This is an optimization exercise on Yosys and OpenROAD, whose aim is small area and a short achievable clock period, not a production implementation. Only simulation tests tie the RTL to the original design; equivalence was not proved. No activity file was given, so power comes from the tool's default toggle rates.

--- flow/run.sh ---
#!/bin/bash
# synth_recipe.tcl (not shown) runs the flow's synth.tcl, then flattens the netlist and writes it again
# the make line also repeats each setting of config.mk as NAME=value (left out here)
make -C /OpenROAD-flow-scripts/flow DESIGN_CONFIG=/design/flow/config.mk WORK_HOME=/design/flow/orfs CLKGATE_MAP_FILE= SYNTH_SCRIPT=/design/flow/synth_recipe.tcl finish
--- flow/config.mk ---
export PLATFORM = sky130hd
export DESIGN_NAME = map_data_structure
export DESIGN_NICKNAME = map_data_structure
export VERILOG_FILES = /design/flow/design.v
export SDC_FILE = /design/flow/constraint.sdc
export NUM_CORES = 4
export LEC_CHECK = 0
export CAP_MARGIN = 20
export CORE_MARGIN = 2
export CORE_UTILIZATION = 60
export CTS_BUF_LIST = sky130_fd_sc_hd__clkbuf_8
export CTS_CLUSTER_DIAMETER = 60
export CTS_CLUSTER_SIZE = 16
export SETUP_SLACK_MARGIN = 4
export SLEW_MARGIN = 20
export SYNTH_HIERARCHICAL = 1
export SYNTH_MINIMUM_KEEP_SIZE = 0
--- flow/constraint.sdc ---
create_clock -name core_clock -period 10.0 [get_ports {clk}]
set_input_delay 2.0000 -clock core_clock [delete_from_list [all_inputs] [get_ports {clk}]]
set_output_delay 2.0000 -clock core_clock [all_outputs]
set_load 0.01 [all_outputs]
--- flow/design.v ---
module kv_nor2 (input wire a, input wire b, output wire y);
    assign y = !(a | b);
endmodule
module kv_nand2 (input wire a, input wire b, output wire y);
    assign y = !(a & b);
endmodule
module kv_nor4 (input wire a, input wire b, input wire c, input wire d, output wire y);
    assign y = !(a | b | c | d);
endmodule
module kv_nand4 (input wire a, input wire b, input wire c, input wire d, output wire y);
    assign y = !(a & b & c & d);
endmodule
module kv_slot_match (
    input wire [15:0] key_in,
    input wire [15:0] key,
    input wire free,
    output wire match
);
    wire [15:0] diff = key ^ key_in;
    wire [7:0] same2;    
    wire [3:0] diff4;    
    wire [1:0] same8;    
    wire differs;        
    genvar n;
    generate
        for (n = 0; n < 8; n = n + 1) begin : l1
            kv_nor2 u (.a(diff[2*n]), .b(diff[2*n+1]), .y(same2[n]));
        end
        for (n = 0; n < 4; n = n + 1) begin : l2
            kv_nand2 u (.a(same2[2*n]), .b(same2[2*n+1]), .y(diff4[n]));
        end
        for (n = 0; n < 2; n = n + 1) begin : l3
            kv_nor2 u (.a(diff4[2*n]), .b(diff4[2*n+1]), .y(same8[n]));
        end
    endgenerate
    kv_nand2 u_l4 (.a(same8[0]), .b(same8[1]), .y(differs));
    kv_nor2 u_l5 (.a(differs), .b(free), .y(match));
endmodule
module kv_sel_oct (
    input wire [7:0] match,
    input wire [7:0] bits,
    output wire out
);
    assign out = |(match & bits);
endmodule
module kv_sel_bit (
    input wire [31:0] match,
    input wire [31:0] bits,
    output wire out
);
    wire [3:0] oct;        
    wire [1:0] half_n;     
    genvar n;
    generate
        for (n = 0; n < 4; n = n + 1) begin : o
            kv_sel_oct u_oct (.match(match[8*n+7:8*n]), .bits(bits[8*n+7:8*n]), .out(oct[n]));
        end
        for (n = 0; n < 2; n = n + 1) begin : h
            kv_nor2 u_nor (.a(oct[2*n]), .b(oct[2*n+1]), .y(half_n[n]));
        end
    endgenerate
    kv_nand2 u_out (.a(half_n[0]), .b(half_n[1]), .y(out));
endmodule
module kv_miss (
    input wire [31:0] match,
    output wire miss
);
    wire [7:0] none4;
    wire [1:0] any16;
    genvar n;
    generate
        for (n = 0; n < 8; n = n + 1) begin : q
            kv_nor4 u_nor (.a(match[4*n]), .b(match[4*n+1]), .c(match[4*n+2]), .d(match[4*n+3]), .y(none4[n]));
        end
        for (n = 0; n < 2; n = n + 1) begin : h
            kv_nand4 u_nand (.a(none4[4*n]), .b(none4[4*n+1]), .c(none4[4*n+2]), .d(none4[4*n+3]), .y(any16[n]));
        end
    endgenerate
    kv_nor2 u_out (.a(any16[0]), .b(any16[1]), .y(miss));
endmodule
module map_data_structure #(
    parameter KEY_WIDTH = 16,
    parameter VALUE_WIDTH = 16,
    parameter MAP_SIZE = 32
)(
    input wire clk,
    input wire reset,
    input wire [KEY_WIDTH-1:0] key_in,
    input wire [VALUE_WIDTH-1:0] value_in,
    input wire [1:0] op,  
    input wire valid_in,
    output wire ready_out,
    output wire [VALUE_WIDTH-1:0] value_out,
    output wire valid_out,
    input wire ready_in
);
    localparam NOP = 2'b00,
               INSERT = 2'b01,
               DELETE = 2'b10,
               LOOKUP = 2'b11;
    reg [KEY_WIDTH-1:0] keys [0:MAP_SIZE-1];
    reg [VALUE_WIDTH-1:0] values [0:MAP_SIZE-1];
    reg [MAP_SIZE-1:0] free;
    wire [MAP_SIZE-1:0] match;
    genvar g, b;
    generate
        for (g = 0; g < MAP_SIZE; g = g + 1) begin : m
            kv_slot_match u_match (
                .key_in(key_in), .key(keys[g]), .free(free[g]), .match(match[g])
            );
        end
        for (b = 0; b < VALUE_WIDTH; b = b + 1) begin : s
            wire [MAP_SIZE-1:0] column;
            for (g = 0; g < MAP_SIZE; g = g + 1) begin : c
                assign column[g] = values[g][b];
            end
            kv_sel_bit u_sel (.match(match), .bits(column), .out(value_out[b]));
        end
    endgenerate
    wire miss;
    kv_miss u_miss (.match(match), .miss(miss));
    wire hit = !miss;
    reg [MAP_SIZE-1:0] first_free;
    reg seen;
    integer i;
    always @(*) begin
        seen = 1'b0;
        for (i = 0; i < MAP_SIZE; i = i + 1) begin
            first_free[i] = free[i] && !seen;
            seen = seen | free[i];
        end
    end
    wire do_insert = (op == INSERT) && valid_in && ready_out;
    wire do_delete = (op == DELETE) && valid_in;
    always @(posedge clk) begin
        if (reset)
            free <= {MAP_SIZE{1'b1}};
        else
            free <= (free | (match & {MAP_SIZE{do_insert | do_delete}}))
                  & ~(first_free & {MAP_SIZE{do_insert}});
    end
    always @(posedge clk) begin
        for (i = 0; i < MAP_SIZE; i = i + 1)
            if (free[i]) begin
                keys[i] <= key_in;
                values[i] <= value_in;
            end
    end
    assign valid_out = (op == LOOKUP) && hit;
    assign ready_out = |free;
endmodule
==> results of run 1 <==
## placed cells by master, fill, tap and decap left out, types with 10 or more instances in the layout
cell / Yosys / layout
sky130_fd_sc_hd__edfxtp_1: 1024 / 1024
sky130_fd_sc_hd__xor2_1: 512 / 491
sky130_fd_sc_hd__nor2_1: 401 / 326
sky130_fd_sc_hd__a22oi_1: 256 / 200
sky130_fd_sc_hd__nand2_1: 197 / 176
sky130_fd_sc_hd__buf_4: 1 / 170
sky130_fd_sc_hd__buf_12: 0 / 81
sky130_fd_sc_hd__clkbuf_8: 0 / 80
sky130_fd_sc_hd__nand4_1: 69 / 69
sky130_fd_sc_hd__a22oi_2: 0 / 56
sky130_fd_sc_hd__nor2_4: 0 / 46
sky130_fd_sc_hd__buf_6: 2 / 39
sky130_fd_sc_hd__bufbuf_16: 0 / 33
sky130_fd_sc_hd__buf_16: 0 / 33
sky130_fd_sc_hd__inv_1: 3 / 32
sky130_fd_sc_hd__nor2_2: 0 / 29
sky130_fd_sc_hd__dfxtp_2: 0 / 29
sky130_fd_sc_hd__xor2_2: 0 / 21
sky130_fd_sc_hd__nand2_2: 0 / 21
sky130_fd_sc_hd__buf_2: 1 / 18
sky130_fd_sc_hd__clkdlybuf4s50_1: 0 / 16
sky130_fd_sc_hd__buf_8: 0 / 13
sky130_fd_sc_hd__o211ai_1: 11 / 11
sky130_fd_sc_hd__clkbuf_16: 0 / 10
## Yosys cell counts (all sizes together)
library cell and count:
and4 1, o41ai 3, a31oi 6, o31ai 6
or3b 1, buf 4, xor2 512, dfxtp 32
clkbuf 4, a32oi 1, o2111ai 2, a22oi 256
or2 1, nor2b 4, a211oi 10, o32ai 2
o21ai 9, or4 5, nand4 70, nand2 197
nor4b 1, o211a 1, or3 1, and3 3
nor4 17, a21oi 9, edfxtp 1024, nor2 401
inv 3, a221o 2, nand3b 5, o211ai 11
nor3 5, a211o 1, o21a 1, nand3 6
## layer usage
metal,part of all wire [%],up-vias,global-route usage (%)
met2,47,1389,53.5
li1,-,10767,-
met5,0.022,-,0
met1,39,12835,47.0
met3,9.1,294,5.54
met4,5.7,4,19.1
## cell families after synthesis
family / count (synthesis) / synth area share (%)
AO/OA/AOI/OAI: 320 / 5.75
XOR/XNOR: 512 / 10.8
buffers and inverters: 11 / 0.148
flip-flops: 1056 / 75.8
AND/OR/NAND/NOR: 718 / 7.47
## per-stage QoR
stage               power [µW]  worst slack, ps
detailed placement        5610             2550
global route              7990             3860
floorplan                 5420             4490
global placement          5580             2570
CTS                       7750             3970
finish                    7750             3890
## modules after synthesis, one instance, submodules excluded, excerpt
module              flip-flops and latches  times used
kv_nand2                                 0         176
kv_nand4                                 0           2
kv_nor2                                  0         385
kv_nor4                                  0           8
kv_sel_oct                               0          64
kv_slot_match                            0          32
map_data_structure                    1056           1
## registers in the layout, indices dropped and copies added (netlist names)
signal and cells:
free 32, values 512, keys 512
## final timing paths
check | startpoint | endpoint | slack [ps] | depth (start not counted)
worst max-delay path | key_in[10] | value_out[11] | 3890 | 16
worst min-delay path | free[2] | keys[2][2] | 590 | 0
worst max register to register | free[23] | free[25] | 7010 | 7
worst min register to register | free[2] | keys[2][2] | 590 | 0
## timing repair
item / CTS / global route
endpoints found under the hold margin: 0 / 0
setup endpoints to repair: 17 / 17
cloned: 56 / 11
resized for setup: 409 / 129
pin swaps: 90 / 136
buffers inserted: 166 / 46
## power by group through the flow
stage	Combinational [µW]	Clock, µW	Sequential [µW]
2_1_floorplan	193	0	5230
3_3_place_gp	349	0	5230
3_5_place_dp	361	0	5250
4_1_cts	510	2090	5150
5_1_grt	570	2250	5170
6_report	532	2070	5150
## cell type report
type / count / area (µm²) / area share, %
clock inverters: 39 / 168 / 0.330
clock buffers: 79 / 1090 / 2.14
inverters: 3 / 11.3 / 0.0222
multi-input cells: 1550 / 10900 / 21.5
diodes: 3 / 7.51 / 0.0148
flip-flops and latches: 1056 / 31400 / 62.0
well taps: 882 / 1100 / 2.18
repair buffers: 414 / 6030 / 11.9
==> report_table.html, run 1 <==
<table>
<tr><th>Metric</th><th>Value</th></tr>
<tr><th colspan="2">Run status</th></tr>
<tr><td>Run status</td><td>timing/DRC/antenna clean</td></tr>
<tr><th colspan="2">Logic synthesis</th></tr>
<tr><td>Number of storage elements in the synthesis netlist</td><td>1056</td></tr>
<tr><td>Synth area leader</td><td>sky130_fd_sc_hd__edfxtp_1</td></tr>
<tr><td>Avg Cell Area, Syn</td><td>15.8 µm²</td></tr>
<tr><td>Most area-consuming cells after synthesis</td><td>sky130_fd_sc_hd__edfxtp_1, sky130_fd_sc_hd__xor2_1, sky130_fd_sc_hd__a22oi_1</td></tr>
<tr><td>Proportion of synthesized chip area in sequential cells</td><td>75.8%</td></tr>
<tr><td>Warnings from Yosys</td><td>11</td></tr>
<tr><td>Proportion of netlist area held by the largest area contributor</td><td>about three quarters</td></tr>
<tr><td>Syn Inst Count</td><td>2617</td></tr>
<tr><td>Synthesized area</td><td>approximately 41000 µm²</td></tr>
<tr><td>Syn Nets</td><td>2655</td></tr>
<tr><td>Number of different library cells in the post-synthesis netlist</td><td>44</td></tr>
<tr><th colspan="2">Run</th></tr>
<tr><td>Max-cap check violation count</td><td>0</td></tr>
<tr><th colspan="2">Place</th></tr>
<tr><td>Routability cong.</td><td>slightly above 0.8</td></tr>
<tr><td>Post-place instance area</td><td>43600 µm²</td></tr>
<tr><td>Cell count after placement</td><td>roughly 3600</td></tr>
<tr><td>Detailed Place HPWL</td><td>56300 µm</td></tr>
<tr><td>Number of buffers added on ports</td><td>54</td></tr>
<tr><th colspan="2">STA</th></tr>
<tr><td>RSZ-0062 raised after global routing</td><td>true</td></tr>
<tr><td>Peak clock frequency supported by timing</td><td>~0.16 GHz</td></tr>
<tr><td>Worst slew pin tran</td><td>1200 ps</td></tr>
<tr><td>Fin Setup TNS</td><td>0 ps</td></tr>
<tr><td>Worst-case headroom to the max-slew limit</td><td>20.3%</td></tr>
<tr><td>Max Slew Vio Count</td><td>0</td></tr>
<tr><td>Clock skew</td><td>38.9 ps</td></tr>
<tr><td>Smallest hold slack</td><td>591 ps</td></tr>
<tr><td>Final setup violation count</td><td>0</td></tr>
<tr><td>Hold violation count in the final report</td><td>0</td></tr>
<tr><td>Final worst path period share</td><td>61.1%</td></tr>
<tr><td>Crit path time final</td><td>6110 ps</td></tr>
<tr><th colspan="2">Power</th></tr>
<tr><td>Internal power</td><td>6050 µW</td></tr>
<tr><td>Combinational Power Share</td><td>6.9%</td></tr>
<tr><td>Seq pwr share</td><td>between 60% and 70%</td></tr>
<tr><td>Ratio of total power to cell area</td><td>between 150 and 200 nW/µm²</td></tr>
<tr><td>Clock power share</td><td>26.7%</td></tr>
<tr><td>Highest ir drop seen on vdd</td><td>0.000151 V</td></tr>
<tr><td>Switching power of the nets</td><td>about 1700 µW</td></tr>
<tr><td>Lkg Pwr</td><td>0.0188 µW</td></tr>
<tr><td>Switching share of power</td><td>22.0%</td></tr>
<tr><th colspan="2">CTS</th></tr>
<tr><td>Root buffer selected by CTS</td><td>sky130_fd_sc_hd__clkbuf_8</td></tr>
<tr><td>H-tree Lvls</td><td>3</td></tr>
<tr><td>Clock Latency Late Sink</td><td>~700 ps</td></tr>
<tr><td>Hold bufs inserted after CTS</td><td>0</td></tr>
<tr><td>Clock transition time at the flip-flop clock pins of the worst setup and hold paths</td><td>100 ps</td></tr>
<tr><td>TritonCTS buffer count</td><td>76</td></tr>
<tr><td>Number of sinks on the clock net</td><td>1056</td></tr>
<tr><td>Worst-case clock buffer depth</td><td>3</td></tr>
<tr><td>CTS tree</td><td>yes</td></tr>
<tr><th colspan="2">Global routing</th></tr>
<tr><td>First-pass GRT wire length</td><td>169000 µm</td></tr>
<tr><td>Via count of the first global-routing pass</td><td>23823</td></tr>
<tr><td>Sum of overflow across all layers after global routing</td><td>0</td></tr>
<tr><td>Initial antenna violation count</td><td>5</td></tr>
<tr><td>Total routing resource utilization after global routing</td><td>34.4%</td></tr>
<tr><td>Maximum number of pins on one net before global-route repair</td><td>40</td></tr>
<tr><th colspan="2">Worst setup path</th></tr>
<tr><td>Crit path launch type</td><td>input pin</td></tr>
<tr><td>List of cells traversed by the critical path</td><td>buf_16 -&gt; buf_16 -&gt; buf_4 -&gt; xor2_1 -&gt; nor2_1 -&gt; nand2_1 -&gt; nor2_4 -&gt; nand2_2 -&gt; nor2_4 -&gt; clkbuf_16 -&gt; buf_12 -&gt; a22oi_1 -&gt; nand4_1 -&gt; nor2_1 -&gt; nand2_2 -&gt; buf_6</td></tr>
<tr><td>Cell with the largest stage delay on the worst path</td><td>sky130_fd_sc_hd__clkbuf_16</td></tr>
<tr><td>Cell class contributing the biggest share of worst-path delay</td><td>buffers and inverters</td></tr>
<tr><td>Arrival time of data at the critical path endpoint</td><td>4110 ps</td></tr>
<tr><td>CP endpoint kind</td><td>output pin</td></tr>
<tr><td>Worst stage delay on the critical path</td><td>220 ps</td></tr>
<tr><td>Buffers and inverters on the worst path</td><td>6</td></tr>
<tr><td>Class of the most critical setup path</td><td>in2out</td></tr>
<tr><td>Top fanout value on the critical path</td><td>7</td></tr>
<tr><td>Data required time of the critical path</td><td>8000 ps</td></tr>
<tr><th colspan="2">Drt</th></tr>
<tr><td>Initial DRC Count</td><td>3106</td></tr>
<tr><td>Detailed-routing iteration count for the pre-antenna-repair pass</td><td>5</td></tr>
<tr><td>Routed wire length per instance</td><td>31.1 µm</td></tr>
<tr><td>Vias per std cell</td><td>between 6 and 7</td></tr>
<tr><td>Total length of routed wires</td><td>roughly 130000 µm</td></tr>
<tr><td>Post-route DRC</td><td>0</td></tr>
<tr><td>Number of nets with antenna violations after detailed routing</td><td>0</td></tr>
<tr><td>Routed vias</td><td>25289</td></tr>
<tr><th colspan="2">Floorplan</th></tr>
<tr><td>Initial standard-cell utilization of the core</td><td>60.5%</td></tr>
<tr><td>Core ar.</td><td>68500 µm²</td></tr>
<tr><td>Core Rows</td><td>96</td></tr>
<tr><td>Overall die height</td><td>267 µm</td></tr>
<tr><td>Die boundary width</td><td>267 µm</td></tr>
<tr><td>Total Die Area</td><td>71100 µm²</td></tr>
<tr><td>Total I/O pin count</td><td>56</td></tr>
<tr><th colspan="2">Finish</th></tr>
<tr><td>Post-layout nets</td><td>about 3100</td></tr>
<tr><td>Share of layout cells above drive strength 1</td><td>22.5%</td></tr>
<tr><td>Final standard cell utilization of the core</td><td>between 70% and 80%</td></tr>
<tr><td>Final instance count without filler cells</td><td>4026</td></tr>
<tr><td>Area delta synth-&gt;final</td><td>22.5%</td></tr>
<tr><td>Total of fill cells in the finished design</td><td>4187</td></tr>
<tr><td>Layout Cell Area excl Fill</td><td>~50000 µm²</td></tr>
<tr><th colspan="2">Worst hold path</th></tr>
<tr><td>Worst hold path class</td><td>reg2reg</td></tr>
</table>
==> run 2: changes to the inputs <==
--- a/flow/config.mk
+++ b/flow/config.mk
@@ -11,7 +11,7 @@
 export CTS_BUF_LIST = sky130_fd_sc_hd__clkbuf_8
 export CTS_CLUSTER_DIAMETER = 60
 export CTS_CLUSTER_SIZE = 16
-export SETUP_SLACK_MARGIN = 4
+export SETUP_SLACK_MARGIN = 3.5
 export SLEW_MARGIN = 20
 export SYNTH_HIERARCHICAL = 1
 export SYNTH_MINIMUM_KEEP_SIZE = 0
==> run 2 against run 1 <==
Area after synthesis is the same. Critical path type unchanged. Count of clock-buffer cells in the layout is the same. Wire length shrank 9.4%. Critical endpoint is now valid_out. Register-to-register slack gained 40 ps. Total power shrank 1.7%. Cell count shrank 5.0%. Fmax shrank 7.3%. Clock skew shrank 2.5 ps. Via count shrank 6.2%.
==> report_table.html, run 2 <==
<table>
<tr><th>Metric</th><th>Value</th></tr>
<tr><th colspan="2">Finish</th></tr>
<tr><td>Post-layout nets</td><td>2939 (-6.4%)</td></tr>
<tr><td>Largest registers</td><td>keys: 512 flops, values: 512 flops, free: 32 flops</td></tr>
<tr><td>Area delta synth-&gt;final</td><td>13.5%</td></tr>
<tr><td>Most common library cell in the layout ignoring fill and taps</td><td>sky130_fd_sc_hd__edfxtp_1</td></tr>
<tr><td>Top library cells by usage in the layout, fill and taps aside</td><td>sky130_fd_sc_hd__edfxtp_1, sky130_fd_sc_hd__xor2_1, sky130_fd_sc_hd__nor2_1, sky130_fd_sc_hd__a22oi_1, sky130_fd_sc_hd__nand2_1</td></tr>
<tr><td>Total of fill cells in the finished design</td><td>4625 (+10%)</td></tr>
<tr><td>Share of layout cells above drive strength 1</td><td>12.6% (-9.9 points)</td></tr>
<tr><th colspan="2">Drt</th></tr>
<tr><td>Post-route DRC</td><td>0 (unchanged)</td></tr>
<tr><td>Total length of routed wires</td><td>113000 µm (-9.4%)</td></tr>
<tr><td>Routed vias</td><td>23709 (-6.2%)</td></tr>
<tr><td>Detailed-routing iteration count for the pre-antenna-repair pass</td><td>5 (unchanged)</td></tr>
<tr><td>Initial DRC Count</td><td>2762 (-11%)</td></tr>
<tr><td>Vias per std cell</td><td>6.20 (-1.3%)</td></tr>
<tr><td>Number of nets with antenna violations after detailed routing</td><td>0 (unchanged)</td></tr>
<tr><td>Routed wire length per instance</td><td>29.6 µm (-4.6%)</td></tr>
<tr><th colspan="2">Logic synthesis</th></tr>
<tr><td>Syn Inst Count</td><td>2617 (unchanged)</td></tr>
<tr><td>Synth area leader</td><td>sky130_fd_sc_hd__edfxtp_1</td></tr>
<tr><td>Proportion of netlist area held by the largest area contributor</td><td>74.3% (unchanged)</td></tr>
<tr><td>Number of different library cells in the post-synthesis netlist</td><td>44 (unchanged)</td></tr>
<tr><td>Number of storage elements in the synthesis netlist</td><td>1056 (unchanged)</td></tr>
<tr><td>Most frequent cell after synthesis</td><td>sky130_fd_sc_hd__edfxtp_1</td></tr>
<tr><td>Proportion of synthesized chip area in sequential cells</td><td>75.8% (unchanged)</td></tr>
<tr><td>Warnings from Yosys</td><td>11 (unchanged)</td></tr>
<tr><td>Post-synth ARST share</td><td>0% (unchanged)</td></tr>
<tr><td>Number of flops mapped to enable cells by yosys</td><td>1024 (unchanged)</td></tr>
<tr><td>Ranking of synthesized cells by instance count</td><td>sky130_fd_sc_hd__edfxtp_1, sky130_fd_sc_hd__xor2_1, sky130_fd_sc_hd__nor2_1</td></tr>
<tr><td>Main synth FF type</td><td>sky130_fd_sc_hd__edfxtp_1</td></tr>
<tr><td>Syn Nets</td><td>2655 (unchanged)</td></tr>
<tr><td>Synthesized area</td><td>41400 µm² (unchanged)</td></tr>
<tr><td>Most area-consuming cells after synthesis</td><td>sky130_fd_sc_hd__edfxtp_1, sky130_fd_sc_hd__xor2_1, sky130_fd_sc_hd__a22oi_1</td></tr>
<tr><td>Avg Cell Area, Syn</td><td>15.8 µm² (unchanged)</td></tr>
<tr><th colspan="2">Global routing</th></tr>
<tr><td>Initial antenna violation count</td><td>4 (-1)</td></tr>
<tr><td>Via count of the first global-routing pass</td><td>22502 (-5.5%)</td></tr>
<tr><td>First-pass GRT wire length</td><td>153000 µm (-9.5%)</td></tr>
<tr><td>Sum of overflow across all layers after global routing</td><td>0 (unchanged)</td></tr>
<tr><td>Maximum number of pins on one net before global-route repair</td><td>65 (+63%)</td></tr>
<tr><td>Total routing resource utilization after global routing</td><td>30.6% (-3.8 points)</td></tr>
<tr><th colspan="2">Worst setup path</th></tr>
<tr><td>Data required time of the critical path</td><td>8000 ps (about the same)</td></tr>
<tr><td>CP endpoint kind</td><td>output pin</td></tr>
<tr><td>Class of the most critical setup path</td><td>in2out</td></tr>
<tr><td>Crit path launch type</td><td>input pin</td></tr>
<tr><td>Arrival time of data at the critical path endpoint</td><td>4590 ps (+480 ps)</td></tr>
<tr><td>Top fanout value on the critical path</td><td>15 (+8)</td></tr>
<tr><th colspan="2">Power</th></tr>
<tr><td>Lkg Pwr</td><td>0.0172 µW (-8.8%)</td></tr>
<tr><td>Ratio of total power to cell area</td><td>162 nW/µm² (+6.2%)</td></tr>
<tr><td>Highest ir drop seen on vdd</td><td>0.000150 V (-0.72%)</td></tr>
<tr><td>Pwr Total</td><td>7630 µW (-1.7%)</td></tr>
<tr><th colspan="2">STA</th></tr>
<tr><td>Max Slew Vio Count</td><td>0 (unchanged)</td></tr>
<tr><td>Worst-case headroom to the max-slew limit</td><td>22.5% (+2.2 points)</td></tr>
<tr><td>Clock skew</td><td>36.4 ps (-2.52 ps)</td></tr>
<tr><td>Fin Setup TNS</td><td>0 ps (unchanged)</td></tr>
<tr><td>Final setup violation count</td><td>0 (unchanged)</td></tr>
<tr><td>Worst slew pin tran</td><td>1160 ps (-33.1 ps)</td></tr>
<tr><td>Crit path time final</td><td>6590 ps (+479 ps)</td></tr>
<tr><td>RSZ-0062 raised after global routing</td><td>true</td></tr>
<tr><td>Hold violation count in the final report</td><td>0 (unchanged)</td></tr>
<tr><td>Final worst path period share</td><td>65.9% (+4.8 points)</td></tr>
<tr><td>Peak clock frequency supported by timing</td><td>0.152 GHz (-7.3%)</td></tr>
<tr><th colspan="2">Place</th></tr>
<tr><td>Detailed Place HPWL</td><td>56300 µm (unchanged)</td></tr>
<tr><td>Routability cong.</td><td>0.825 (unchanged)</td></tr>
<tr><td>Number of buffers added on ports</td><td>54 (unchanged)</td></tr>
<tr><th colspan="2">CTS</th></tr>
<tr><td>H-tree Lvls</td><td>3 (unchanged)</td></tr>
<tr><td>Root buffer selected by CTS</td><td>sky130_fd_sc_hd__clkbuf_8</td></tr>
<tr><td>Clock Latency Late Sink</td><td>710 ps (about the same)</td></tr>
<tr><td>CTS tree</td><td>yes</td></tr>
<tr><td>Clock transition time at the flip-flop clock pins of the worst setup and hold paths</td><td>100 ps (about the same)</td></tr>
<tr><td>Number of sinks on the clock net</td><td>1056 (unchanged)</td></tr>
<tr><td>TritonCTS buffer count</td><td>76 (unchanged)</td></tr>
<tr><td>Worst-case clock buffer depth</td><td>3 (unchanged)</td></tr>
<tr><th colspan="2">Worst hold path</th></tr>
<tr><td>Worst hold path class</td><td>reg2reg</td></tr>
<tr><th colspan="2">Run status</th></tr>
<tr><td>Run status</td><td>timing/DRC/antenna clean</td></tr>
<tr><th colspan="2">Floorplan</th></tr>
<tr><td>Total Die Area</td><td>71100 µm² (unchanged)</td></tr>
<tr><td>Core ar.</td><td>68500 µm² (unchanged)</td></tr>
<tr><td>Initial standard-cell utilization of the core</td><td>60.5% (unchanged)</td></tr>
<tr><td>Die boundary width</td><td>267 µm (unchanged)</td></tr>
<tr><td>Overall die height</td><td>267 µm (unchanged)</td></tr>
<tr><td>Core Rows</td><td>96 (unchanged)</td></tr>
<tr><td>Total I/O pin count</td><td>56 (unchanged)</td></tr>
<tr><th colspan="2">Run</th></tr>
<tr><td>Max-cap check violation count</td><td>0 (unchanged)</td></tr>
</table>
[run 2: through the flow]
stage	utilization, %	instance area [µm²]	worst slack (ps)	cells	hold slack [ps]
6_report	68.6	47000	3410	3826	604
5_1_grt	68.6	47000	3380	3825	610
4_1_cts	67.9	46500	3450	3801	600
3_5_place_dp	63.7	43600	2550	3625	603
3_3_place_gp	63.7	43600	2570	3625	594
2_1_floorplan	-	41400	4490	2617	939
[run 2: path summary, 6_finish.rpt]
path	from	endpoint	slack [ps]	cells after the start
setup / recovery	key_in[10]	valid_out	3410	14
hold / removal	free[2]	keys[2][2]	600	0
setup reg to reg	free[23]	free[18]	7050	7
hold reg to reg	free[2]	keys[2][2]	600	0
[run 2: layout make-up]
class | count | area, µm² | area share, %
repair buffers | 214 | 2950 | 6.27
well taps | 882 | 1100 | 2.35
diodes | 3 | 7.51 | 0.0160
clock buffers | 79 | 1090 | 2.31
flip-flops and latches | 1056 | 31400 | 66.9
clock inverters | 39 | 168 | 0.357
multi-input cells | 1550 | 10200 | 21.8
inverters | 3 | 11.3 | 0.0240
[run 2: cells by family after synthesis]
| kind of cell | share of synthesized area (%) |
|---|---|
| DFF | 75.8 |
| and+or+nand+nor | 7.47 |
| buffers and inverters | 0.148 |
| xor gates and xnor gates | 10.8 |
| AOI/OAI and AO/OA | 5.75 |
[run 2: report_power, final]
| group | internal (µW) | total [µW] | switching (µW) |
|---|---|---|---|
| combinational | 172 | 424 | 252 |
| sequential | 5070 | 5140 | 76.7 |
| clock | 734 | 2060 | 1330 |
[run 2: what timing repair did]
action | 4_1_cts | 5_1_grt
hold buffers | 0 | 0
resized for setup | 200 | 59
endpoints found under the setup margin | 17 | 14
pin swaps | 11 | 12
gates cloned | 17 | 11
buffers inserted | 41 | 11
[run 2: modules after synthesis (local to each module, per instance), excerpt]
module              copies in the design  cells inside
kv_nand2                             176             1
kv_nand4                               2             1
kv_nor2                              385             1
kv_nor4                                8             1
kv_sel_oct                            64             5
kv_slot_match                         32            16
map_data_structure                     1          1214
[run 2: worst max-delay path, cell delays in order]
cell and delay [ps]:
sky130_fd_sc_hd__buf_8 150, sky130_fd_sc_hd__buf_16 180, sky130_fd_sc_hd__xor2_1 180, sky130_fd_sc_hd__nor2_1 170, sky130_fd_sc_hd__nand2_1 150, sky130_fd_sc_hd__nor2_4 220, sky130_fd_sc_hd__nand2_1 130, sky130_fd_sc_hd__nor2_4 190
sky130_fd_sc_hd__buf_12 180, sky130_fd_sc_hd__nor4_2 60, sky130_fd_sc_hd__nand4_1 80, sky130_fd_sc_hd__nor2_1 70, sky130_fd_sc_hd__nor2_2 230, sky130_fd_sc_hd__clkdlybuf4s50_1 590
[run 2: metal layers]
metal	wire length (µm)	vias to the layer above	share of wire [%]	track usage [%]
met1	44400	11909	39	41.6
met3	9890	251	8.7	4.70
met5	0	-	0	0
met2	53200	1187	47	48.9
met4	5860	0	5.2	14.7
li1	-	10362	-	-
==> run 3: changes to the inputs <==
--- a/flow/config.mk
+++ b/flow/config.mk
@@ -8,10 +8,10 @@
 export CAP_MARGIN = 20
 export CORE_MARGIN = 2
 export CORE_UTILIZATION = 60
-export CTS_BUF_LIST = sky130_fd_sc_hd__clkbuf_8
-export CTS_CLUSTER_DIAMETER = 60
-export CTS_CLUSTER_SIZE = 16
-export SETUP_SLACK_MARGIN = 3.5
+export CTS_BUF_LIST = sky130_fd_sc_hd__clkbuf_16
+export CTS_CLUSTER_DIAMETER = 100
+export CTS_CLUSTER_SIZE = 30
+export SETUP_SLACK_MARGIN = 3.75
 export SLEW_MARGIN = 20
 export SYNTH_HIERARCHICAL = 1
 export SYNTH_MINIMUM_KEEP_SIZE = 0
==> run 3 against run 2 <==
Worst hold slack gained 25 ps. Area after synthesis is the same. First-iteration DRC count grew 3.6%. Combinational power grew 15%. Critical path depth grew 3. Synthesized cell count is the same. Core utilization grew 2.1 points. Clock skew shrank 12 ps. Worst setup slack gained 320 ps. Largest cell class unchanged. Flip-flop and latch count is the same.
==> report_table.html, run 3 <==
<table>
<tr><th>Metric</th><th>Value</th></tr>
<tr><th colspan="2">Power</th></tr>
<tr><td>Ratio of total power to cell area</td><td>159 nW/µm² (-1.9%)</td></tr>
<tr><td>Lkg Pwr</td><td>0.0178 µW (+3.7%)</td></tr>
<tr><td>Clock power share</td><td>27.0% (about the same)</td></tr>
<tr><td>Combinational Power Share</td><td>6.3% (+0.7 points)</td></tr>
<tr><td>Pwr Total</td><td>7710 µW (+1.2%)</td></tr>
<tr><td>Switching power of the nets</td><td>1630 µW (-1.2%)</td></tr>
<tr><td>Highest ir drop seen on vdd</td><td>0.000180 V (+20%)</td></tr>
<tr><td>Seq pwr share</td><td>66.7% (-0.7 points)</td></tr>
<tr><td>Internal power</td><td>6080 µW (+1.8%)</td></tr>
<tr><td>Switching share of power</td><td>21.2% (-0.51 points)</td></tr>
<tr><th colspan="2">Place</th></tr>
<tr><td>Cell count after placement</td><td>3625 (unchanged)</td></tr>
<tr><td>Routability cong.</td><td>0.825 (unchanged)</td></tr>
<tr><td>Number of buffers added on ports</td><td>54 (unchanged)</td></tr>
<tr><td>Detailed Place HPWL</td><td>56300 µm (unchanged)</td></tr>
<tr><th colspan="2">Floorplan</th></tr>
<tr><td>Initial standard-cell utilization of the core</td><td>60.5% (unchanged)</td></tr>
<tr><td>Total Die Area</td><td>71100 µm² (unchanged)</td></tr>
<tr><td>Total I/O pin count</td><td>56 (unchanged)</td></tr>
<tr><td>Core ar.</td><td>68500 µm² (unchanged)</td></tr>
<tr><td>Core Rows</td><td>96 (unchanged)</td></tr>
<tr><td>Die boundary width</td><td>267 µm (unchanged)</td></tr>
<tr><td>Overall die height</td><td>267 µm (unchanged)</td></tr>
<tr><th colspan="2">STA</th></tr>
<tr><td>Peak clock frequency supported by timing</td><td>0.160 GHz (+5.1%)</td></tr>
<tr><td>Clock skew</td><td>24.7 ps (-11.6 ps)</td></tr>
<tr><td>Final setup violation count</td><td>0 (unchanged)</td></tr>
<tr><td>RSZ-0062 raised after global routing</td><td>true</td></tr>
<tr><td>Crit path time final</td><td>6270 ps (-321 ps)</td></tr>
<tr><td>Final worst path period share</td><td>62.7% (-3.2 points)</td></tr>
<tr><td>Fin Setup TNS</td><td>0 ps (unchanged)</td></tr>
<tr><td>Max Slew Vio Count</td><td>0 (unchanged)</td></tr>
<tr><td>Worst-case headroom to the max-slew limit</td><td>23.0% (+0.47 points)</td></tr>
<tr><td>Worst slew pin tran</td><td>1160 ps (-7.10 ps)</td></tr>
<tr><td>Hold violation count in the final report</td><td>0 (unchanged)</td></tr>
<tr><th colspan="2">Run</th></tr>
<tr><td>Max-cap check violation count</td><td>0 (unchanged)</td></tr>
<tr><th colspan="2">Worst setup path</th></tr>
<tr><td>Arrival time of data at the critical path endpoint</td><td>4270 ps (-320 ps)</td></tr>
<tr><td>Worst stage delay on the critical path</td><td>210 ps (-380 ps)</td></tr>
<tr><td>Data required time of the critical path</td><td>8000 ps (about the same)</td></tr>
<tr><td>Crit path launch type</td><td>input pin</td></tr>
<tr><td>CP endpoint kind</td><td>output pin</td></tr>
<tr><td>Top fanout value on the critical path</td><td>13 (-2)</td></tr>
<tr><td>Cell with the largest stage delay on the worst path</td><td>sky130_fd_sc_hd__nor2_2</td></tr>
<tr><td>List of cells traversed by the critical path</td><td>buf_16 -&gt; buf_16 -&gt; buf_4 -&gt; xor2_1 -&gt; nor2_1 -&gt; nand2_1 -&gt; nor2_4 -&gt; nand2_2 -&gt; nor2_4 -&gt; buf_12 -&gt; buf_8 -&gt; buf_4 -&gt; a22oi_1 -&gt; nand4_1 -&gt; nor2_2 -&gt; nand2_2 -&gt; buf_4</td></tr>
<tr><td>Class of the most critical setup path</td><td>in2out</td></tr>
<tr><td>Cell class contributing the biggest share of worst-path delay</td><td>buffers and inverters</td></tr>
<tr><td>Most used cell, CP</td><td>sky130_fd_sc_hd__buf_4</td></tr>
<tr><td>Buffers and inverters on the worst path</td><td>7 (+3)</td></tr>
<tr><th colspan="2">Logic synthesis</th></tr>
<tr><td>Avg Cell Area, Syn</td><td>15.8 µm² (unchanged)</td></tr>
<tr><td>Number of storage elements in the synthesis netlist</td><td>1056 (unchanged)</td></tr>
<tr><td>Ranking of synthesized cells by instance count</td><td>sky130_fd_sc_hd__edfxtp_1, sky130_fd_sc_hd__xor2_1, sky130_fd_sc_hd__nor2_1</td></tr>
<tr><td>Synth area leader</td><td>sky130_fd_sc_hd__edfxtp_1</td></tr>
<tr><td>Syn Inst Count</td><td>2617 (unchanged)</td></tr>
<tr><td>Proportion of synthesized chip area in sequential cells</td><td>75.8% (unchanged)</td></tr>
<tr><td>Main synth FF type</td><td>sky130_fd_sc_hd__edfxtp_1</td></tr>
<tr><td>Number of different library cells in the post-synthesis netlist</td><td>44 (unchanged)</td></tr>
<tr><td>Proportion of netlist area held by the largest area contributor</td><td>74.3% (unchanged)</td></tr>
<tr><td>Warnings from Yosys</td><td>11 (unchanged)</td></tr>
<tr><td>Most area-consuming cells after synthesis</td><td>sky130_fd_sc_hd__edfxtp_1, sky130_fd_sc_hd__xor2_1, sky130_fd_sc_hd__a22oi_1</td></tr>
<tr><td>Number of flops mapped to enable cells by yosys</td><td>1024 (unchanged)</td></tr>
<tr><td>Post-synth ARST share</td><td>0% (unchanged)</td></tr>
<tr><td>Most frequent cell after synthesis</td><td>sky130_fd_sc_hd__edfxtp_1</td></tr>
<tr><td>Synthesized area</td><td>41400 µm² (unchanged)</td></tr>
<tr><td>Syn Nets</td><td>2655 (unchanged)</td></tr>
<tr><th colspan="2">Finish</th></tr>
<tr><td>Most common library cell in the layout ignoring fill and taps</td><td>sky130_fd_sc_hd__edfxtp_1</td></tr>
<tr><td>Post-layout nets</td><td>2995 (+1.9%)</td></tr>
<tr><td>Total of fill cells in the finished design</td><td>4426 (-4.3%)</td></tr>
<tr><td>Multi-input combinational cell area</td><td>10400 µm² (+2.0%)</td></tr>
<tr><td>Largest registers</td><td>keys: 512 flops, values: 512 flops, free: 32 flops</td></tr>
<tr><td>Final instance count without filler cells</td><td>3865 (+1.0%)</td></tr>
<tr><td>Flip-flop and latch area</td><td>31400 µm² (unchanged)</td></tr>
<tr><td>Area delta synth-&gt;final</td><td>17.0%</td></tr>
<tr><td>Top library cells by usage in the layout, fill and taps aside</td><td>sky130_fd_sc_hd__edfxtp_1, sky130_fd_sc_hd__xor2_1, sky130_fd_sc_hd__nor2_1, sky130_fd_sc_hd__a22oi_1, sky130_fd_sc_hd__nand2_1</td></tr>
<tr><td>Share of layout cells above drive strength 1</td><td>15.8% (+3.1 points)</td></tr>
<tr><th colspan="2">CTS</th></tr>
<tr><td>Clock transition time at the flip-flop clock pins of the worst setup and hold paths</td><td>120 ps (+20 ps)</td></tr>
<tr><td>H-tree Lvls</td><td>2 (-1)</td></tr>
<tr><td>Hold bufs inserted after CTS</td><td>0 (unchanged)</td></tr>
<tr><td>Root buffer selected by CTS</td><td>sky130_fd_sc_hd__clkbuf_16</td></tr>
<tr><td>Worst-case clock buffer depth</td><td>3 (unchanged)</td></tr>
<tr><td>Number of sinks on the clock net</td><td>1056 (unchanged)</td></tr>
<tr><td>TritonCTS buffer count</td><td>41 (-46%)</td></tr>
<tr><td>CTS tree</td><td>yes</td></tr>
<tr><td>Clock Latency Late Sink</td><td>630 ps (-80 ps)</td></tr>
<tr><th colspan="2">Drt</th></tr>
<tr><td>Initial DRC Count</td><td>2862 (+3.6%)</td></tr>
<tr><td>Total length of routed wires</td><td>118000 µm (+3.8%)</td></tr>
<tr><td>Routed vias</td><td>24214 (+2.1%)</td></tr>
<tr><td>Number of nets with antenna violations after detailed routing</td><td>0 (unchanged)</td></tr>
<tr><td>Post-route DRC</td><td>0 (unchanged)</td></tr>
<tr><td>Detailed-routing iteration count for the pre-antenna-repair pass</td><td>6 (+1)</td></tr>
<tr><td>Vias per std cell</td><td>6.26 (+1.1%)</td></tr>
<tr><td>Routed wire length per instance</td><td>30.4 µm (+2.7%)</td></tr>
<tr><th colspan="2">Global routing</th></tr>
<tr><td>Via count of the first global-routing pass</td><td>22722 (+0.98%)</td></tr>
<tr><td>Total routing resource utilization after global routing</td><td>32.5% (+2.0 points)</td></tr>
<tr><td>First-pass GRT wire length</td><td>161000 µm (+5.3%)</td></tr>
<tr><td>Maximum number of pins on one net before global-route repair</td><td>53 (-18%)</td></tr>
<tr><td>Initial antenna violation count</td><td>4 (unchanged)</td></tr>
<tr><td>Sum of overflow across all layers after global routing</td><td>0 (unchanged)</td></tr>
<tr><th colspan="2">Run status</th></tr>
<tr><td>Run status</td><td>timing/DRC/antenna clean</td></tr>
<tr><th colspan="2">Worst hold path</th></tr>
<tr><td>Worst hold path class</td><td>reg2reg</td></tr>
</table>
-- run 3: cell counts after synthesis --
Identical to the previous run, type by type.
-- run 3: layout make-up --
| cell class | instances | share of cell area [%] |
|---|---|---|
| Sequential cell | 1056 | 64.9 |
| Multi-Input combinational cell | 1550 | 21.5 |
| Timing Repair Buffer | 305 | 8.78 |
| Tap cell | 882 | 2.28 |
| Clock buffer | 43 | 2.22 |
| Clock inverter | 25 | 0.248 |
| Inverter | 3 | 0.0232 |
| Antenna cell | 1 | 0.00517 |
-- run 3: stage by stage --
| step | hold WS [ps] | utilization, % | setup slack [ps] | cell area [µm²] |
|---|---|---|---|---|
| finish | 629 | 70.8 | 3730 | 48400 |
| global route | 641 | 70.8 | 3670 | 48400 |
| CTS | 632 | 69.5 | 3540 | 47600 |
| detailed placement | 603 | 63.7 | 2550 | 43600 |
| global placement | 594 | 63.7 | 2570 | 43600 |
| floorplan | 939 | - | 4490 | 41400 |
-- run 3: what timing repair did --
item,CTS,global route
endpoints found under the setup margin,17,17
gates cloned,41,5
pin swaps,25,43
buffers inserted,68,57
gates resized for setup,277,86
-- run 3: path summary, 6_finish.rpt --
check                  from       endpoint  slack [ps]  depth (start not counted)
setup / recovery  key_in[8]  value_out[13]        3730                         17
hold / removal      free[1]     keys[1][1]         630                          0
setup reg to reg   free[23]       free[16]        7010                          7
hold reg to reg     free[1]     keys[1][1]         630                          0
-- run 3: cell families after synthesis --
kind of cell,count (synthesis),synth area share (%)
flops,1056,75.8
buf+inv,11,0.148
simple gates,718,7.47
xor+xnor,512,10.8
compound gates,320,5.75
-- run 3: power groups by stage --
stage          Clock (µW)  Sequential (µW)  Combinational (µW)
6_report             2080             5140                 487
5_1_grt              2240             5160                 527
4_1_cts              2100             5140                 459
3_5_place_dp            0             5250                 361
3_3_place_gp            0             5230                 349
2_1_floorplan           0             5230                 193
-- run 3: worst register-to-register path: cells and delay by family, from the launching register on --
family / cells / cell delay [ps]
buf+inv: 2 / 670
simple gates: 2 / 1050
flops: 1 / 490
compound gates: 3 / 660
-- run 3: per-module statistics from Yosys (local to each module, per instance), a selection --
module              cells  flops+latches  times used  area [µm²]
kv_sel_oct              5              0          64        36.3
kv_nand4                1              0           2        6.26
kv_nor2                 1              0         385        3.75
kv_nor4                 1              0           8        12.5
kv_slot_match          16              0          32         140
map_data_structure   1214           1056           1       32400
kv_nand2                1              0         176        3.75
-- run 3: metal layers --
| layer | vias to the layer above | part of all wire, % | track usage, % |
|---|---|---|---|
| met5 | - | 0.015 | 0 |
| met4 | 4 | 5.0 | 14.4 |
| met3 | 250 | 8.7 | 5.09 |
| met2 | 1225 | 47 | 52.2 |
| met1 | 12242 | 39 | 44.6 |
| li1 | 10493 | - | - |
==> run 4: changes to the inputs <==
--- a/flow/config.mk
+++ b/flow/config.mk
@@ -11,6 +11,7 @@
 export CTS_BUF_LIST = sky130_fd_sc_hd__clkbuf_16
 export CTS_CLUSTER_DIAMETER = 100
 export CTS_CLUSTER_SIZE = 30
+export PLACE_DENSITY = 0.85
 export SETUP_SLACK_MARGIN = 3.75
 export SLEW_MARGIN = 20
 export SYNTH_HIERARCHICAL = 1
==> run 4 against run 3 <==
First-iteration DRC count is 39% higher. Core utilization is 0.27 points lower. Area after synthesis stayed put. Total power is 0.11% lower. Still clean.
==> report_table.html, run 4 <==
<table>
<tr><th>Metric</th><th>Value</th></tr>
<tr><th colspan="2">Finish</th></tr>
<tr><td>Post-layout nets</td><td>3009 (+0.47%)</td></tr>
<tr><td>Largest registers</td><td>keys: 512 flops, values: 512 flops, free: 32 flops</td></tr>
<tr><td>Top library cells by usage in the layout, fill and taps aside</td><td>sky130_fd_sc_hd__edfxtp_1, sky130_fd_sc_hd__xor2_1, sky130_fd_sc_hd__nor2_1, sky130_fd_sc_hd__a22oi_1, sky130_fd_sc_hd__nand2_1</td></tr>
<tr><td>Most common library cell in the layout ignoring fill and taps</td><td>sky130_fd_sc_hd__edfxtp_1</td></tr>
<tr><td>Area delta synth-&gt;final</td><td>16.5%</td></tr>
<tr><td>Total of fill cells in the finished design</td><td>3857 (-13%)</td></tr>
<tr><td>Share of layout cells above drive strength 1</td><td>15.9% (+0.099 points)</td></tr>
<tr><td>Flip-flop and latch area</td><td>31400 µm² (about the same)</td></tr>
<tr><td>Layout Cell Area excl Fill</td><td>48300 µm² (-0.37%)</td></tr>
<tr><td>Final instance count without filler cells</td><td>3881 (+0.41%)</td></tr>
<tr><td>Multi-input combinational cell area</td><td>10400 µm² (-0.59%)</td></tr>
<tr><th colspan="2">Worst hold path</th></tr>
<tr><td>Worst hold path class</td><td>reg2reg</td></tr>
<tr><th colspan="2">Worst setup path</th></tr>
<tr><td>Data required time of the critical path</td><td>8000 ps (about the same)</td></tr>
<tr><td>Top fanout value on the critical path</td><td>24 (+11)</td></tr>
<tr><td>Cell with the largest stage delay on the worst path</td><td>sky130_fd_sc_hd__clkdlybuf4s50_1</td></tr>
<tr><td>Class of the most critical setup path</td><td>in2out</td></tr>
<tr><td>List of cells traversed by the critical path</td><td>buf_12 -&gt; xor2_1 -&gt; nor2_1 -&gt; nand2_1 -&gt; nor2_2 -&gt; nand2_1 -&gt; nor2_4 -&gt; buf_4 -&gt; a22oi_1 -&gt; nand4_1 -&gt; nor2_1 -&gt; nand2_1 -&gt; clkdlybuf4s50_1</td></tr>
<tr><td>CP endpoint kind</td><td>output pin</td></tr>
<tr><td>Crit path launch type</td><td>input pin</td></tr>
<tr><td>Most used cell, CP</td><td>sky130_fd_sc_hd__nand2_1</td></tr>
<tr><td>Worst stage delay on the critical path</td><td>550 ps (+340 ps)</td></tr>
<tr><td>Arrival time of data at the critical path endpoint</td><td>4610 ps (+340 ps)</td></tr>
<tr><th colspan="2">Logic synthesis</th></tr>
<tr><td>Main synth FF type</td><td>sky130_fd_sc_hd__edfxtp_1</td></tr>
<tr><td>Number of flops mapped to enable cells by yosys</td><td>1024 (unchanged)</td></tr>
<tr><td>Warnings from Yosys</td><td>11 (unchanged)</td></tr>
<tr><td>Number of storage elements in the synthesis netlist</td><td>1056 (unchanged)</td></tr>
<tr><td>Proportion of synthesized chip area in sequential cells</td><td>75.8% (unchanged)</td></tr>
<tr><td>Post-synth ARST share</td><td>0% (unchanged)</td></tr>
<tr><td>Synth area leader</td><td>sky130_fd_sc_hd__edfxtp_1</td></tr>
<tr><td>Number of different library cells in the post-synthesis netlist</td><td>44 (unchanged)</td></tr>
<tr><td>Most area-consuming cells after synthesis</td><td>sky130_fd_sc_hd__edfxtp_1, sky130_fd_sc_hd__xor2_1, sky130_fd_sc_hd__a22oi_1</td></tr>
<tr><td>Proportion of netlist area held by the largest area contributor</td><td>74.3% (unchanged)</td></tr>
<tr><td>Most frequent cell after synthesis</td><td>sky130_fd_sc_hd__edfxtp_1</td></tr>
<tr><td>Synthesized area</td><td>41400 µm² (unchanged)</td></tr>
<tr><td>Syn Nets</td><td>2655 (unchanged)</td></tr>
<tr><td>Ranking of synthesized cells by instance count</td><td>sky130_fd_sc_hd__edfxtp_1, sky130_fd_sc_hd__xor2_1, sky130_fd_sc_hd__nor2_1</td></tr>
<tr><td>Avg Cell Area, Syn</td><td>15.8 µm² (unchanged)</td></tr>
<tr><td>Syn Inst Count</td><td>2617 (unchanged)</td></tr>
<tr><th colspan="2">CTS</th></tr>
<tr><td>Clock Latency Late Sink</td><td>620 ps (about the same)</td></tr>
<tr><td>Hold bufs inserted after CTS</td><td>0 (unchanged)</td></tr>
<tr><td>Root buffer selected by CTS</td><td>sky130_fd_sc_hd__clkbuf_16</td></tr>
<tr><td>CTS tree</td><td>yes</td></tr>
<tr><td>Clock transition time at the flip-flop clock pins of the worst setup and hold paths</td><td>120 ps (about the same)</td></tr>
<tr><td>Worst-case clock buffer depth</td><td>3 (unchanged)</td></tr>
<tr><td>TritonCTS buffer count</td><td>41 (unchanged)</td></tr>
<tr><td>H-tree Lvls</td><td>2 (unchanged)</td></tr>
<tr><td>Number of sinks on the clock net</td><td>1056 (unchanged)</td></tr>
<tr><th colspan="2">Drt</th></tr>
<tr><td>Routed vias</td><td>25655 (+6.0%)</td></tr>
<tr><td>Detailed-routing iteration count for the pre-antenna-repair pass</td><td>6 (unchanged)</td></tr>
<tr><td>Post-route DRC</td><td>0 (unchanged)</td></tr>
<tr><td>Vias per std cell</td><td>6.61 (+5.5%)</td></tr>
<tr><td>Routed wire length per instance</td><td>29.5 µm (-3.1%)</td></tr>
<tr><td>Number of nets with antenna violations after detailed routing</td><td>0 (unchanged)</td></tr>
<tr><td>Total length of routed wires</td><td>114000 µm (-2.7%)</td></tr>
<tr><td>Initial DRC Count</td><td>3987 (+39%)</td></tr>
<tr><th colspan="2">Place</th></tr>
<tr><td>Number of buffers added on ports</td><td>54 (unchanged)</td></tr>
<tr><td>Detailed Place HPWL</td><td>53000 µm (-5.8%)</td></tr>
<tr><td>Cell count after placement</td><td>3629 (+0.11%)</td></tr>
<tr><td>Routability cong.</td><td>0.804 (-2.5%)</td></tr>
<tr><td>Post-place instance area</td><td>43600 µm² (about the same)</td></tr>
<tr><th colspan="2">STA</th></tr>
<tr><td>Peak clock frequency supported by timing</td><td>0.151 GHz (-5.2%)</td></tr>
<tr><td>Worst slew pin tran</td><td>1170 ps (+13.0 ps)</td></tr>
<tr><td>Clock skew</td><td>31.1 ps (+6.34 ps)</td></tr>
<tr><td>Worst-case headroom to the max-slew limit</td><td>22.1% (-0.87 points)</td></tr>
<tr><td>Fin Setup TNS</td><td>0 ps (unchanged)</td></tr>
<tr><td>Final setup violation count</td><td>0 (unchanged)</td></tr>
<tr><td>Crit path time final</td><td>6610 ps (+342 ps)</td></tr>
<tr><td>Hold violation count in the final report</td><td>0 (unchanged)</td></tr>
<tr><td>Final worst path period share</td><td>66.1% (+3.4 points)</td></tr>
<tr><td>Max Slew Vio Count</td><td>0 (unchanged)</td></tr>
<tr><td>RSZ-0062 raised after global routing</td><td>true</td></tr>
<tr><th colspan="2">Floorplan</th></tr>
<tr><td>Initial standard-cell utilization of the core</td><td>60.5% (unchanged)</td></tr>
<tr><td>Die boundary width</td><td>267 µm (unchanged)</td></tr>
<tr><td>Overall die height</td><td>267 µm (unchanged)</td></tr>
<tr><td>Core Rows</td><td>96 (unchanged)</td></tr>
<tr><td>Total I/O pin count</td><td>56 (unchanged)</td></tr>
<tr><td>Core ar.</td><td>68500 µm² (unchanged)</td></tr>
<tr><td>Total Die Area</td><td>71100 µm² (unchanged)</td></tr>
<tr><th colspan="2">Run status</th></tr>
<tr><td>Run status</td><td>timing/DRC/antenna clean</td></tr>
<tr><th colspan="2">Global routing</th></tr>
<tr><td>Via count of the first global-routing pass</td><td>23947 (+5.4%)</td></tr>
<tr><td>Maximum number of pins on one net before global-route repair</td><td>40 (-25%)</td></tr>
<tr><td>Initial antenna violation count</td><td>3 (-1)</td></tr>
<tr><td>Total routing resource utilization after global routing</td><td>28.6% (-3.9 points)</td></tr>
<tr><td>First-pass GRT wire length</td><td>148000 µm (-7.8%)</td></tr>
<tr><td>Sum of overflow across all layers after global routing</td><td>0 (unchanged)</td></tr>
<tr><th colspan="2">Power</th></tr>
<tr><td>Ratio of total power to cell area</td><td>160 nW/µm² (+0.27%)</td></tr>
<tr><td>Pwr Total</td><td>7710 µW (-0.11%)</td></tr>
<tr><td>Highest ir drop seen on vdd</td><td>0.000188 V (+4.7%)</td></tr>
<tr><td>Lkg Pwr</td><td>0.0179 µW (+0.64%)</td></tr>
<tr><th colspan="2">Run</th></tr>
<tr><td>Max-cap check violation count</td><td>0 (unchanged)</td></tr>
</table>
## run 4: cell count changes in the layout (fill, tap and decap cells not counted), sizes merged
cell / previous run / this run
diode: 1 / 4
clkdlybuf4s15: 4 / 0
bufbuf: 27 / 14
clkinv: 0 / 2
dlygate4sd2: 0 / 2
clkdlybuf4s50: 16 / 10
dlymetal6s2s: 1 / 7
buf: 239 / 259
clkbuf: 61 / 68
inv: 28 / 27
## run 4: cell families after synthesis
family / count (synthesis) / synth area share, %
AO/OA/AOI/OAI: 320 / 5.75
XOR/XNOR: 512 / 10.8
buffers and inverters: 11 / 0.148
flip-flops: 1056 / 75.8
AND/OR/NAND/NOR: 718 / 7.47
## run 4: cell type report
| class | count | area share (%) |
|---|---|---|
| Sequential cell | 1056 | 65.1 |
| Multi-Input combinational cell | 1550 | 21.5 |
| Timing Repair Buffer | 319 | 8.65 |
| Tap cell | 882 | 2.29 |
| Clock buffer | 41 | 2.13 |
| Clock inverter | 26 | 0.246 |
| Inverter | 3 | 0.0233 |
| Antenna cell | 4 | 0.0207 |
## run 4: report_power, final
part | switching [µW] | leakage (µW) | total (µW) | internal, µW
sequential | 97.2 | 0.0111 | 5160 | 5070
clock | 1260 | 0.000645 | 2020 | 764
combinational | 298 | 0.00618 | 519 | 221
## run 4: through the flow
stage	setup slack [ps]	hold slack, ps	util (%)
6_report	3390	599	70.5
4_1_cts	3510	591	68.0
3_3_place_gp	2490	678	63.7
5_1_grt	3410	635	70.5
2_1_floorplan	4490	939	-
3_5_place_dp	2440	679	63.7
## run 4: final timing paths
| check | from | endpoint | slack [ps] | cells after the start |
|---|---|---|---|---|
| max reg2reg | free[23] | free[28] | 7210 | 6 |
| min | free[24] | free[24] | 600 | 3 |
| max | key_in[13] | value_out[10] | 3390 | 13 |
| min reg2reg | free[24] | free[24] | 600 | 3 |
## run 4: Yosys stat by module, one instance, submodules excluded, excerpt
module / cells inside / times used / flops+latches / area, µm²
kv_slot_match: 16 / 32 / 0 / 140
kv_nor4: 1 / 8 / 0 / 12.5
kv_nor2: 1 / 385 / 0 / 3.75
kv_sel_oct: 5 / 64 / 0 / 36.3
map_data_structure: 1214 / 1 / 1056 / 32400
kv_nand4: 1 / 2 / 0 / 6.26
kv_nand2: 1 / 176 / 0 / 3.75
## run 4: timing repair
action                     4_1_cts  5_1_grt
setup endpoints to repair       17       17
resized for setup              245      118
pin swaps                       18       46
cloned                          21       25
buffers inserted                39       95
## run 4: layer usage
| layer | vias to the layer above | global-route usage [%] | routed length (µm) |
|---|---|---|---|
| li1 | 10501 | - | - |
| met1 | 12642 | 37.6 | 38100 |
| met2 | 2107 | 47.6 | 56200 |
| met3 | 401 | 4.94 | 13900 |
| met4 | 4 | 11.9 | 6230 |
| met5 | - | 0 | 22 |
## run 4: critical path: cells and delay by family
kind            cells  cell delay, ps
compound gates      1             110
simple gates        8            1270
buf+inv             3             970
xor+xnor            1             200
==> run 5: changes to the inputs <==
--- a/flow/config.mk
+++ b/flow/config.mk
@@ -11,8 +11,8 @@
 export CTS_BUF_LIST = sky130_fd_sc_hd__clkbuf_16
 export CTS_CLUSTER_DIAMETER = 100
 export CTS_CLUSTER_SIZE = 30
-export PLACE_DENSITY = 0.85
-export SETUP_SLACK_MARGIN = 3.75
+export PLACE_DENSITY = 0.7
+export SETUP_SLACK_MARGIN = 4
 export SLEW_MARGIN = 20
 export SYNTH_HIERARCHICAL = 1
 export SYNTH_MINIMUM_KEEP_SIZE = 0
==> run 5 against run 4 <==
Still clean on timing, DRC and antenna. Area after synthesis unchanged. Worst hold slack got worse by 13 ps. Non-clock buffer count increased by 81. Die area unchanged. Global-route usage increased by 4.2 points. Design area increased by 4.6%. Synthesized cell count unchanged. Largest cell class unchanged. Highest routed layer unchanged.
==> report_table.html, run 5 <==
<table>
<tr><th>Metric</th><th>Value</th></tr>
<tr><th colspan="2">Logic synthesis</th></tr>
<tr><td>Avg Cell Area, Syn</td><td>15.8 µm² (unchanged)</td></tr>
<tr><td>Number of different library cells in the post-synthesis netlist</td><td>44 (unchanged)</td></tr>
<tr><td>Synthesized area</td><td>41400 µm² (unchanged)</td></tr>
<tr><td>Syn Nets</td><td>2655 (unchanged)</td></tr>
<tr><td>Warnings from Yosys</td><td>11 (unchanged)</td></tr>
<tr><td>Proportion of synthesized chip area in sequential cells</td><td>75.8% (unchanged)</td></tr>
<tr><td>Most area-consuming cells after synthesis</td><td>sky130_fd_sc_hd__edfxtp_1, sky130_fd_sc_hd__xor2_1, sky130_fd_sc_hd__a22oi_1</td></tr>
<tr><td>Ranking of synthesized cells by instance count</td><td>sky130_fd_sc_hd__edfxtp_1, sky130_fd_sc_hd__xor2_1, sky130_fd_sc_hd__nor2_1</td></tr>
<tr><td>Number of storage elements in the synthesis netlist</td><td>1056 (unchanged)</td></tr>
<tr><td>Synth area leader</td><td>sky130_fd_sc_hd__edfxtp_1</td></tr>
<tr><td>Main synth FF type</td><td>sky130_fd_sc_hd__edfxtp_1</td></tr>
<tr><td>Syn Inst Count</td><td>2617 (unchanged)</td></tr>
<tr><td>Proportion of netlist area held by the largest area contributor</td><td>74.3% (unchanged)</td></tr>
<tr><td>Post-synth ARST share</td><td>0% (unchanged)</td></tr>
<tr><td>Number of flops mapped to enable cells by yosys</td><td>1024 (unchanged)</td></tr>
<tr><td>Most frequent cell after synthesis</td><td>sky130_fd_sc_hd__edfxtp_1</td></tr>
<tr><th colspan="2">Drt</th></tr>
<tr><td>Routed vias</td><td>25048 (-2.4%)</td></tr>
<tr><td>Vias per std cell</td><td>6.32 (-4.4%)</td></tr>
<tr><td>Total length of routed wires</td><td>119000 µm (+4.0%)</td></tr>
<tr><td>Routed wire length per instance</td><td>30.0 µm (+1.9%)</td></tr>
<tr><td>Initial DRC Count</td><td>3196 (-20%)</td></tr>
<tr><td>Number of nets with antenna violations after detailed routing</td><td>0 (unchanged)</td></tr>
<tr><td>Post-route DRC</td><td>0 (unchanged)</td></tr>
<tr><td>Detailed-routing iteration count for the pre-antenna-repair pass</td><td>6 (unchanged)</td></tr>
<tr><th colspan="2">Global routing</th></tr>
<tr><td>Sum of overflow across all layers after global routing</td><td>0 (unchanged)</td></tr>
<tr><td>Maximum number of pins on one net before global-route repair</td><td>40 (unchanged)</td></tr>
<tr><td>Initial antenna violation count</td><td>1 (-2)</td></tr>
<tr><td>Total routing resource utilization after global routing</td><td>32.8% (+4.2 points)</td></tr>
<tr><td>Via count of the first global-routing pass</td><td>23647 (-1.3%)</td></tr>
<tr><td>First-pass GRT wire length</td><td>164000 µm (+10%)</td></tr>
<tr><th colspan="2">Floorplan</th></tr>
<tr><td>Total I/O pin count</td><td>56 (unchanged)</td></tr>
<tr><td>Die boundary width</td><td>267 µm (unchanged)</td></tr>
<tr><td>Total Die Area</td><td>71100 µm² (unchanged)</td></tr>
<tr><td>Overall die height</td><td>267 µm (unchanged)</td></tr>
<tr><td>Core ar.</td><td>68500 µm² (unchanged)</td></tr>
<tr><td>Initial standard-cell utilization of the core</td><td>60.5% (unchanged)</td></tr>
<tr><td>Core Rows</td><td>96 (unchanged)</td></tr>
<tr><th colspan="2">Power</th></tr>
<tr><td>Lkg Pwr</td><td>0.0187 µW (+4.5%)</td></tr>
<tr><td>Ratio of total power to cell area</td><td>154 nW/µm² (-3.8%)</td></tr>
<tr><td>Highest ir drop seen on vdd</td><td>0.000173 V (-7.9%)</td></tr>
<tr><th colspan="2">Finish</th></tr>
<tr><td>Post-layout nets</td><td>3090 (+2.7%)</td></tr>
<tr><td>Layout Cell Area excl Fill</td><td>50500 µm² (+4.6%)</td></tr>
<tr><td>Most common library cell in the layout ignoring fill and taps</td><td>sky130_fd_sc_hd__edfxtp_1</td></tr>
<tr><td>Top library cells by usage in the layout, fill and taps aside</td><td>sky130_fd_sc_hd__edfxtp_1, sky130_fd_sc_hd__xor2_1, sky130_fd_sc_hd__nor2_1, sky130_fd_sc_hd__a22oi_1, sky130_fd_sc_hd__nand2_1</td></tr>
<tr><td>Area delta synth-&gt;final</td><td>22.0%</td></tr>
<tr><td>Largest registers</td><td>keys: 512 flops, values: 512 flops, free: 32 flops</td></tr>
<tr><td>Share of layout cells above drive strength 1</td><td>21.5% (+5.6 points)</td></tr>
<tr><th colspan="2">Worst setup path</th></tr>
<tr><td>Cell with the largest stage delay on the worst path</td><td>sky130_fd_sc_hd__nand4_1</td></tr>
<tr><td>Data required time of the critical path</td><td>8000 ps (about the same)</td></tr>
<tr><td>Arrival time of data at the critical path endpoint</td><td>4130 ps (-480 ps)</td></tr>
<tr><td>Buffers and inverters on the worst path</td><td>6 (+3)</td></tr>
<tr><td>CP endpoint kind</td><td>output pin</td></tr>
<tr><td>Class of the most critical setup path</td><td>in2out</td></tr>
<tr><td>Crit path launch type</td><td>input pin</td></tr>
<tr><td>Cell class contributing the biggest share of worst-path delay</td><td>buffers and inverters</td></tr>
<tr><td>Top fanout value on the critical path</td><td>9 (-63%)</td></tr>
<tr><td>List of cells traversed by the critical path</td><td>buf_16 -&gt; buf_12 -&gt; buf_4 -&gt; xor2_1 -&gt; nor2_1 -&gt; nand2_1 -&gt; nor2_1 -&gt; nand2_1 -&gt; nor2_1 -&gt; buf_6 -&gt; buf_12 -&gt; a22oi_1 -&gt; nand4_1 -&gt; nor2_2 -&gt; nand2_1 -&gt; buf_2</td></tr>
<tr><td>Worst stage delay on the critical path</td><td>250 ps (-300 ps)</td></tr>
<tr><th colspan="2">STA</th></tr>
<tr><td>Fin Setup TNS</td><td>0 ps (unchanged)</td></tr>
<tr><td>Crit path time final</td><td>6130 ps (-480 ps)</td></tr>
<tr><td>Final worst path period share</td><td>61.3% (-4.8 points)</td></tr>
<tr><td>Final setup violation count</td><td>0 (unchanged)</td></tr>
<tr><td>Max Slew Vio Count</td><td>0 (unchanged)</td></tr>
<tr><td>Hold violation count in the final report</td><td>0 (unchanged)</td></tr>
<tr><td>RSZ-0062 raised after global routing</td><td>true</td></tr>
<tr><td>Peak clock frequency supported by timing</td><td>0.163 GHz (+7.8%)</td></tr>
<tr><td>Worst-case headroom to the max-slew limit</td><td>23.3% (+1.2 points)</td></tr>
<tr><td>Worst slew pin tran</td><td>1150 ps (-21.3 ps)</td></tr>
<tr><td>Clock skew</td><td>24.8 ps (-6.24 ps)</td></tr>
<tr><th colspan="2">Place</th></tr>
<tr><td>Post-place instance area</td><td>43700 µm² (+0.17%)</td></tr>
<tr><td>Detailed Place HPWL</td><td>56200 µm (+6.0%)</td></tr>
<tr><td>Number of buffers added on ports</td><td>54 (unchanged)</td></tr>
<tr><td>Routability cong.</td><td>0.818 (+1.8%)</td></tr>
<tr><th colspan="2">CTS</th></tr>
<tr><td>Hold bufs inserted after CTS</td><td>0 (unchanged)</td></tr>
<tr><td>CTS tree</td><td>yes</td></tr>
<tr><td>TritonCTS buffer count</td><td>41 (unchanged)</td></tr>
<tr><td>H-tree Lvls</td><td>2 (unchanged)</td></tr>
<tr><td>Number of sinks on the clock net</td><td>1056 (unchanged)</td></tr>
<tr><td>Clock Latency Late Sink</td><td>630 ps (about the same)</td></tr>
<tr><td>Root buffer selected by CTS</td><td>sky130_fd_sc_hd__clkbuf_16</td></tr>
<tr><td>Clock transition time at the flip-flop clock pins of the worst setup and hold paths</td><td>110 ps (about the same)</td></tr>
<tr><td>Worst-case clock buffer depth</td><td>3 (unchanged)</td></tr>
<tr><th colspan="2">Run</th></tr>
<tr><td>Max-cap check violation count</td><td>0 (unchanged)</td></tr>
<tr><th colspan="2">Run status</th></tr>
<tr><td>Run status</td><td>timing/DRC/antenna clean</td></tr>
<tr><th colspan="2">Worst hold path</th></tr>
<tr><td>Worst hold path class</td><td>reg2reg</td></tr>
</table>
-- run 5: cell types whose count changed in the layout (fill, tap and decap cells not counted), sizes merged --
cell / before / now
buf: 259 / 338
bufbuf: 14 / 36
clkbuf: 68 / 49
clkdlybuf4s50: 10 / 19
dlymetal6s2s: 7 / 0
diode: 4 / 2
dlygate4sd2: 2 / 0
clkinv: 2 / 3
-- run 5: metrics by stage --
step | power (µW) | cells | utilization [%] | worst slack [ps] | hold slack, ps
2_1_floorplan | 5420 | 2617 | - | 4490 | 939
3_3_place_gp | 5580 | 3636 | 63.8 | 1920 | 550
3_5_place_dp | 5610 | 3637 | 63.8 | 2030 | 558
4_1_cts | 7720 | 3902 | 72.0 | 3920 | 585
5_1_grt | 7960 | 3960 | 73.8 | 3840 | 602
6_report | 7750 | 3962 | 73.8 | 3870 | 586
-- run 5: cell type report --
cell class | instances | area, µm²
fill | 4045 | 18000
tap | 882 | 1100
clock buffer | 42 | 1050
inverter | 3 | 11.3
antenna | 2 | 5.00
timing repair buffer | 400 | 5840
clock inverter | 27 | 134
sequential | 1056 | 31400
multi-input combinational | 1550 | 10900
-- run 5: per-layer routing --
layer	GRT usage [%]	routed length [µm]	vias up
met5	0	13	-
met4	14.3	5710	2
met3	5.08	11400	286
met2	52.1	56800	1469
met1	45.6	45100	12594
li1	-	-	10697
-- run 5: power breakdown --
group | internal (µW) | switching (µW)
logic | 259 | 280
registers | 5070 | 91.6
clock network | 782 | 1270
-- run 5: logic make-up after synthesis --
group,after synthesis,synth area share [%]
AOI/OAI and AO/OA,320,5.75
xor gates and xnor gates,512,10.8
buffers and inverters,11,0.148
DFF,1056,75.8
and+or+nand+nor,718,7.47
-- run 5: Yosys stat by module (local to each module, per instance), a selection --
module / copies in the design / flops+latches
kv_slot_match: 32 / 0
kv_nand2: 176 / 0
kv_nand4: 2 / 0
kv_nor4: 8 / 0
kv_sel_oct: 64 / 0
kv_nor2: 385 / 0
map_data_structure: 1 / 1056
-- run 5: worst paths after layout --
check	from	end	slack [ps]	cells after the start
min	free[5]	keys[5][8]	590	0
max reg2reg	free[4]	free[8]	7170	6
max	key_in[7]	value_out[4]	3870	16
min reg2reg	free[5]	keys[5][8]	590	0
-- run 5: timing repair --
| item | in CTS | in global routing |
|---|---|---|
| pin swaps | 111 | 121 |
| setup endpoints to repair | 17 | 17 |
| buffers inserted | 143 | 50 |
| cloned | 53 | 8 |
| gates resized for setup | 472 | 128 |

Check on run 5: ideal ports give 3.872 ns setup slack; a clkbuf_16 on the clock port and buf_2 on the inputs give 3.714 ns; moving port delays by the midpoint clock arrival (0.676 ns) as well gives 3.714 ns.
